From an optimization exercise on the open Yosys and OpenROAD flow, aimed at a short achievable clock period and few clock cycles; shortcuts taken in it are not production practice.
RTL that was checked went through simulation tests only; none was proved equivalent to the original.
Power figures rest on the tool's default switching activity, not on a simulated workload.

Setup of old:
// mario_cpu
module mario_cpu (
	input clock, reset,
	input up_button, down_button, left_button, right_button,
	input [15:0] mem_rdata,
	output [15:0] mem_addr,
	output [15:0] mem_wdata,
	output mem_we
);
For scale: ~55 I/O pins.
clock: 9.0 ns
lec_check: 0
cap_margin: 20
core_margin: 2
core_utilization: 40
slew_margin: 20
synth_hierarchical: 1
synth_minimum_keep_size: 0
tns_end_percent: 100
standard.sh (not shown) runs the stock make flow with config.mk's settings and CLKGATE_MAP_FILE= SYNTH_SCRIPT=/design/flow/synth_recipe.tcl, a recipe that flattens the netlist after the stock synthesis.
==> flow/flow/run.sh <==
#!/bin/bash
# The standard layout (bash standard.sh), with extra make settings from
# flow/args.txt: a setup margin that makes repair_timing work below the
# clock period, and the like. Each tool's output goes to its log under orfs/logs;
# make's own output goes to standard_flow.log.
set -euo pipefail
mapfile -t ARGS < <(grep -v '^#' flow/args.txt | grep -v '^$')
bash standard.sh "${ARGS[@]}" finish > standard_flow.log 2>&1
==> flow/flow/args.txt <==
SETUP_SLACK_MARGIN=6.5
ADDER_MAP_FILE=
Testbench counts of old, summed over its fixed seeds: cycles 55,691.
What new does differently from old at the input level:
--- a/flow/design.v
+++ b/flow/design.v
@@ -284,23 +284,23 @@
 xmux16 sel_b (.a(rd_s), .b(b_other), .s(b_rd), .inv(inv_b2), .y(b_n));
 wire c4 = (exe & isALU) ? fl_new[4] : FL[4];
 wire ci_n = inv_b ? ~(n_cin & c4) : (n_cin & c4);
 wire hit = LBv & (LFA == LBpc);
 wire [15:0] seq = hit ? LBtgt : LFA + 16'd1;
 wire [15:0] ma_n = early ? early_val : seq;
 wire vd_n = ~MAd & ~e_redir;
 always @(posedge clock, negedge reset) begin
 	if (!reset) begin
 		MA <= 16'd0; LFA <= 16'd0; MAd <= 1'b0; WE <= 1'b0; WD <= 16'd0; hzE <= 1'b0; vD <= 1'b0; pcD <= 16'd0;
 		vE <= 1'b0; pcE <= 16'd0; pcE1 <= 16'd0; dispE <= 8'd0;
-		A <= 16'd0; B <= 16'd0; fA <= 1'b0; fB <= 1'b0; fAn <= 1'b1; fBn <= 1'b1; fS <= 1'b0; RES <= 16'd0; RESB <= 16'd0; RESv <= 1'b0; RESd <= 4'd0; Bs <= 4'd0; AD <= 16'd0; dE <= 4'd0; csel <= 16'd0; predE <= 1'b0; predD <= 1'b0; LBv <= 1'b0; LBpc <= 16'd0; LBtgt <= 16'd0;
+		A <= 16'd0; B <= 16'd0; fA <= 1'b0; fB <= 1'b0; fAn <= 1'b0; fBn <= 1'b0; fS <= 1'b0; RES <= 16'd0; RESB <= 16'd0; RESv <= 1'b0; RESd <= 4'd0; Bs <= 4'd0; AD <= 16'd0; dE <= 4'd0; csel <= 16'd0; predE <= 1'b0; predD <= 1'b0; LBv <= 1'b0; LBpc <= 16'd0; LBtgt <= 16'd0;
 		FL <= 5'd0; ci <= 1'b0; ld1 <= 1'b0; ld1d <= 4'd0; ld2 <= 1'b0; ld2d <= 4'd0;
 		isLD <= 1'b0; isST <= 1'b0; isJ <= 1'b0; isBR <= 1'b0; isWAIT <= 1'b0;
 		isB1 <= 1'b0; isB2 <= 1'b0; isALU <= 1'b0;
 		o_add <= 1'b0; o_sub <= 1'b0; o_cin <= 1'b0; o_cmp <= 1'b0; o_cmpu <= 1'b0;
 		o_and <= 1'b0; o_or <= 1'b0; o_xor <= 1'b0; o_lsh <= 1'b0; o_rsh <= 1'b0; o_bad <= 1'b0;
 		f_zf <= 1'b0; o_as <= 1'b0;
 	end else begin
 		MA <= ma_n;
 		if (!memE) LFA <= ma_n;
 		MAd <= memE;
 		WE <= memE & isST;
## What came out
- new | status: complete | timing, DRC, antenna: pass
- All-layer global routing usage, old and new: higher on new
- new has less setup slack than old.
- Non-clock buffer contribution to total cell area was higher in the run labelled old.
- Total routed wire length on the met1 layer for new is higher than for old.
- Looking at final period demand of the worst path across old and new, the one that comes out higher is new.
- Per the comparison of new with old, via count of the first global-routing pass held, number of buffers outside the clock class in the layout shrank by 35, final total power increased by 1.3% relative to the old numbers, proportion of cell area occupied by registers ~0 delta.
- In the metrics for old and new, the one carrying the lower fraction of met1 tracks used by global routing is old.
- Any difference in design area between new and old is small enough to ignore.
Only the layout flow was run in new; the RTL was not checked for function there.

* * *

## the reference run
mario_cpu, a different RTL version from the one above (not shown whole).
Size: ~3000 cells after synthesis, roughly 55 I/O pins, ~31000 sq um of cells after synthesis.
export LEC_CHECK = 0
export CAP_MARGIN = 20
export CORE_MARGIN = 2
export CORE_UTILIZATION = 40
export SLEW_MARGIN = 20
export TNS_END_PERCENT = 100
create_clock -name core_clock -period 9.0 [get_ports {clock}]
Scripts as last shown in full above: flow/flow/run.sh, flow/flow/args.txt
--- input diff the reference run..the trial run ---
diff --git a/flow/design.v b/flow/design.v
--- a/flow/design.v
+++ b/flow/design.v
@@ -16,14 +16,15 @@
 reg        vE;            
 reg [15:0] pcE, pcE1;     
 reg [7:0]  dispE;         
 reg [15:0] A, B;          
 reg [3:0]  Bs;            
 reg [15:0] AD;            
 reg        fA, fB, fS;    
+reg        fAn, fBn;      
 reg [15:0] RES, RESB;     
 reg        RESv;          
 reg [3:0]  RESd;
 reg [3:0]  dE;            
 reg [15:0] csel;          
 reg        predE;         
 reg        predD;         
@@ -49,16 +50,16 @@
 wire br_fix = exe & (br_tk ^ predE);
 wire j_tk   = exe & isJ & cond;
 wire e_rep  = vE & (hzE | isWAIT);      
 wire e_redir = br_fix | j_tk | e_rep;
 wire memE   = exe & (isLD | isST);
 wire early  = e_redir | memE;
 wire [15:0] early_val = (j_tk | memE) ? ADe : e_rep ? pcE : br_tk ? BTE : pcE1;
-wire [15:0] Ae  = fA ? RES : A;
-wire [15:0] Be  = fB ? RESB : B;
+wire [15:0] Ae  = {fAn ? A[15:8] : RES[15:8], fA ? RES[7:0] : A[7:0]};
+wire [15:0] Be  = {fBn ? B[15:8] : RESB[15:8], fB ? RESB[7:0] : B[7:0]};
 wire [3:0]  Bse = fB ? RES[3:0] : Bs;
 wire [15:0] ADe = fS ? RES : AD;
 wire [15:0] S16 = Ae + Be + {15'd0, ci};
 wire [16:0] S = {1'b0, Ae} + {1'b0, Be} + {16'd0, ci};    
 wire [15:0] sp = Ae ^ Be;
 wire [15:0] st = Ae | Be;
 wire zero = &(sp ~^ {st[14:0], ci});
@@ -117,36 +118,31 @@
 wire ldE  = exe & isLD;
 wire use_d = ~(n_isBR | n_isJ | n_isWAIT | n_isLD);
 wire use_s = ~(n_isBR | n_isWAIT | n_isB1 | n_isB2 | imm8 | imm4);
 wire hz   = (ldE & ((use_d & (wd == dE)) | (use_s & (ws == dE)))) |
             (ld1 & ((use_d & (wd == ld1d)) | (use_s & (ws == ld1d))));
 wire [15:0] rd_d = rf[16*wd +: 16];
 wire [15:0] rd_s = rf[16*ws +: 16];
-wire rf_d = ~(RESv & (RESd == wd));
-wire rf_s = ~(RESv & (RESd == ws));
-wire [15:0] va = rf_d ? rd_d : RES;
-wire [15:0] vs = rf_s ? rd_s : RES;
+wire [15:0] va = (RESv & (RESd == wd)) ? RES : rd_d;
+wire [15:0] vs = (RESv & (RESd == ws)) ? RES : rd_s;
 wire fw_d = wr_e & (dE == wd);
 wire fw_s = wr_e & (dE == ws);
 wire [15:0] vb = imm8 ? {8'd0, w[7:0]} : imm4 ? {12'd0, ws} : vs;
 wire inv_b = n_sub | n_cmp | n_cmpu;
-wire [15:0] b_other = imm8 ? {8'd0, w[7:0]} : imm4 ? {12'd0, ws} : RES;
-wire b_rd = ~imm8 & ~imm4 & rf_s;
-wire [15:0] b_n = b_rd ? (rd_s ^ {16{inv_b}}) : (b_other ^ {16{inv_b}});
 wire c4 = (exe & isALU) ? fl_new[4] : FL[4];
 wire ci_n = inv_b ? ~(n_cin & c4) : (n_cin & c4);
 wire hit = LBv & (LFA == LBpc);
 wire [15:0] seq = hit ? LBtgt : LFA + 16'd1;
 wire [15:0] ma_n = early ? early_val : seq;
 wire vd_n = ~MAd & ~e_redir;
 always @(posedge clock, negedge reset) begin
 	if (!reset) begin
 		MA <= 16'd0; LFA <= 16'd0; MAd <= 1'b0; WE <= 1'b0; WD <= 16'd0; hzE <= 1'b0; vD <= 1'b0; pcD <= 16'd0;
 		vE <= 1'b0; pcE <= 16'd0; pcE1 <= 16'd0; dispE <= 8'd0;
-		A <= 16'd0; B <= 16'd0; fA <= 1'b0; fB <= 1'b0; fS <= 1'b0; RES <= 16'd0; RESB <= 16'd0; RESv <= 1'b0; RESd <= 4'd0; Bs <= 4'd0; AD <= 16'd0; dE <= 4'd0; csel <= 16'd0; predE <= 1'b0; predD <= 1'b0; LBv <= 1'b0; LBpc <= 16'd0; LBtgt <= 16'd0;
+		A <= 16'd0; B <= 16'd0; fA <= 1'b0; fB <= 1'b0; fAn <= 1'b1; fBn <= 1'b1; fS <= 1'b0; RES <= 16'd0; RESB <= 16'd0; RESv <= 1'b0; RESd <= 4'd0; Bs <= 4'd0; AD <= 16'd0; dE <= 4'd0; csel <= 16'd0; predE <= 1'b0; predD <= 1'b0; LBv <= 1'b0; LBpc <= 16'd0; LBtgt <= 16'd0;
 		FL <= 5'd0; ci <= 1'b0; ld1 <= 1'b0; ld1d <= 4'd0; ld2 <= 1'b0; ld2d <= 4'd0;
 		isLD <= 1'b0; isST <= 1'b0; isJ <= 1'b0; isBR <= 1'b0; isWAIT <= 1'b0;
 		isB1 <= 1'b0; isB2 <= 1'b0; isALU <= 1'b0;
 		o_add <= 1'b0; o_sub <= 1'b0; o_cin <= 1'b0; o_cmp <= 1'b0; o_cmpu <= 1'b0;
 		o_and <= 1'b0; o_or <= 1'b0; o_xor <= 1'b0; o_lsh <= 1'b0; o_rsh <= 1'b0; o_bad <= 1'b0;
 		f_zf <= 1'b0;
 	end else begin
@@ -164,24 +160,26 @@
 		if (exe & isALU) FL <= fl_new;
 		vE <= d_ok;
 		hzE <= hz;
 		pcE <= pcD;
 		pcE1 <= pcD + 16'd1;
 		dispE <= w[7:0];
 		A <= va;
-		B <= b_n;
+		B <= vb ^ {16{inv_b}};
 		fA <= fw_d;
 		fB <= fw_s & ~(imm8 | imm4);
+		fAn <= ~fw_d;
+		fBn <= ~(fw_s & ~(imm8 | imm4));
 		fS <= fw_s;
 		RES <= res;
 		RESB <= res ^ {16{inv_b}};
 		RESv <= wr_e;
 		RESd <= dE;
 		Bs <= vb[3:0];
-		AD <= vs;
+		if (n_mem | n_isJ) AD <= vs;
 		ci <= ci_n;
 		dE <= wd;
 		csel <= 16'd1 << wd;
 		predD <= hit;
 		predE <= predD;
 		if (exe & br_tk & dispE[7]) begin
 			LBv <= 1'b1;
### Flow results
No stage failed in the trial run, and the final checks on the layout all came back clean.
From the reference run to the trial run the numbers moved as follows: timing-limited maximum frequency fell 0.65%, count of clock buffers in the final design has decreased, number of distinct library cell variants in the gate-level netlist after synthesis lost 7, highest fanout seen on the critical path rose 1, number of standard cells in the layout, taps in and fillers out grew by 44.
Peak ir drop on the vdd network: the trial run > the reference run
Going from the reference run to the trial run, pin count of the biggest net entering global routing saw an increase; global-route usage saw a decrease; clock latency reported for the late side of the worst-skew pair saw a decrease; routed wire length saw a decrease.
Met2 usage in global routing: the trial run > the reference run
| cell area after layout | the trial run vs the reference run | ≈ equal |
The synthesized netlist net count in the trial run sits 58 above the value recorded for the reference run.
Setup slack in the trial run is smaller than in the reference run.
No functional check of the RTL was part of any run of this note.

-- port drivers added, routing unchanged --
How much do the figures lean on ideal ports? The routed layouts below were timed once more, with nothing changed but the port constraints.
Step 1: set_driving_cell puts a clkbuf_16 on clock and a buf_2 on each other input, an assumption about the parent block.
Step 2 moves the port delays by t, midway between the first and last clock arrival at a register: inputs arrive t later, outputs are due t later. That takes back most of the time a late clock gives input paths.
a / b / c = ideal ports / drivers / drivers and shift; a / b = the first two.
run | t (ns) | slack for setup (ns) | clock arrival spread, ns
old | 0.730 | 5.931 / 5.514 / 4.784 | 0.076 / 0.076
new | 0.716 | 5.866 / 5.793 / 5.078 | 0.024 / 0.025
the reference run | 0.714 | 5.625 / 5.437 / 4.722 | 0.042 / 0.043
the trial run | 0.708 | 5.603 / 5.533 / 4.824 | 0.031 / 0.031
After both steps every run listed still meets setup and hold. For old, which loses most, drivers alone change the setup slack by -0.417 ns; drivers and shift together by -1.147 ns.
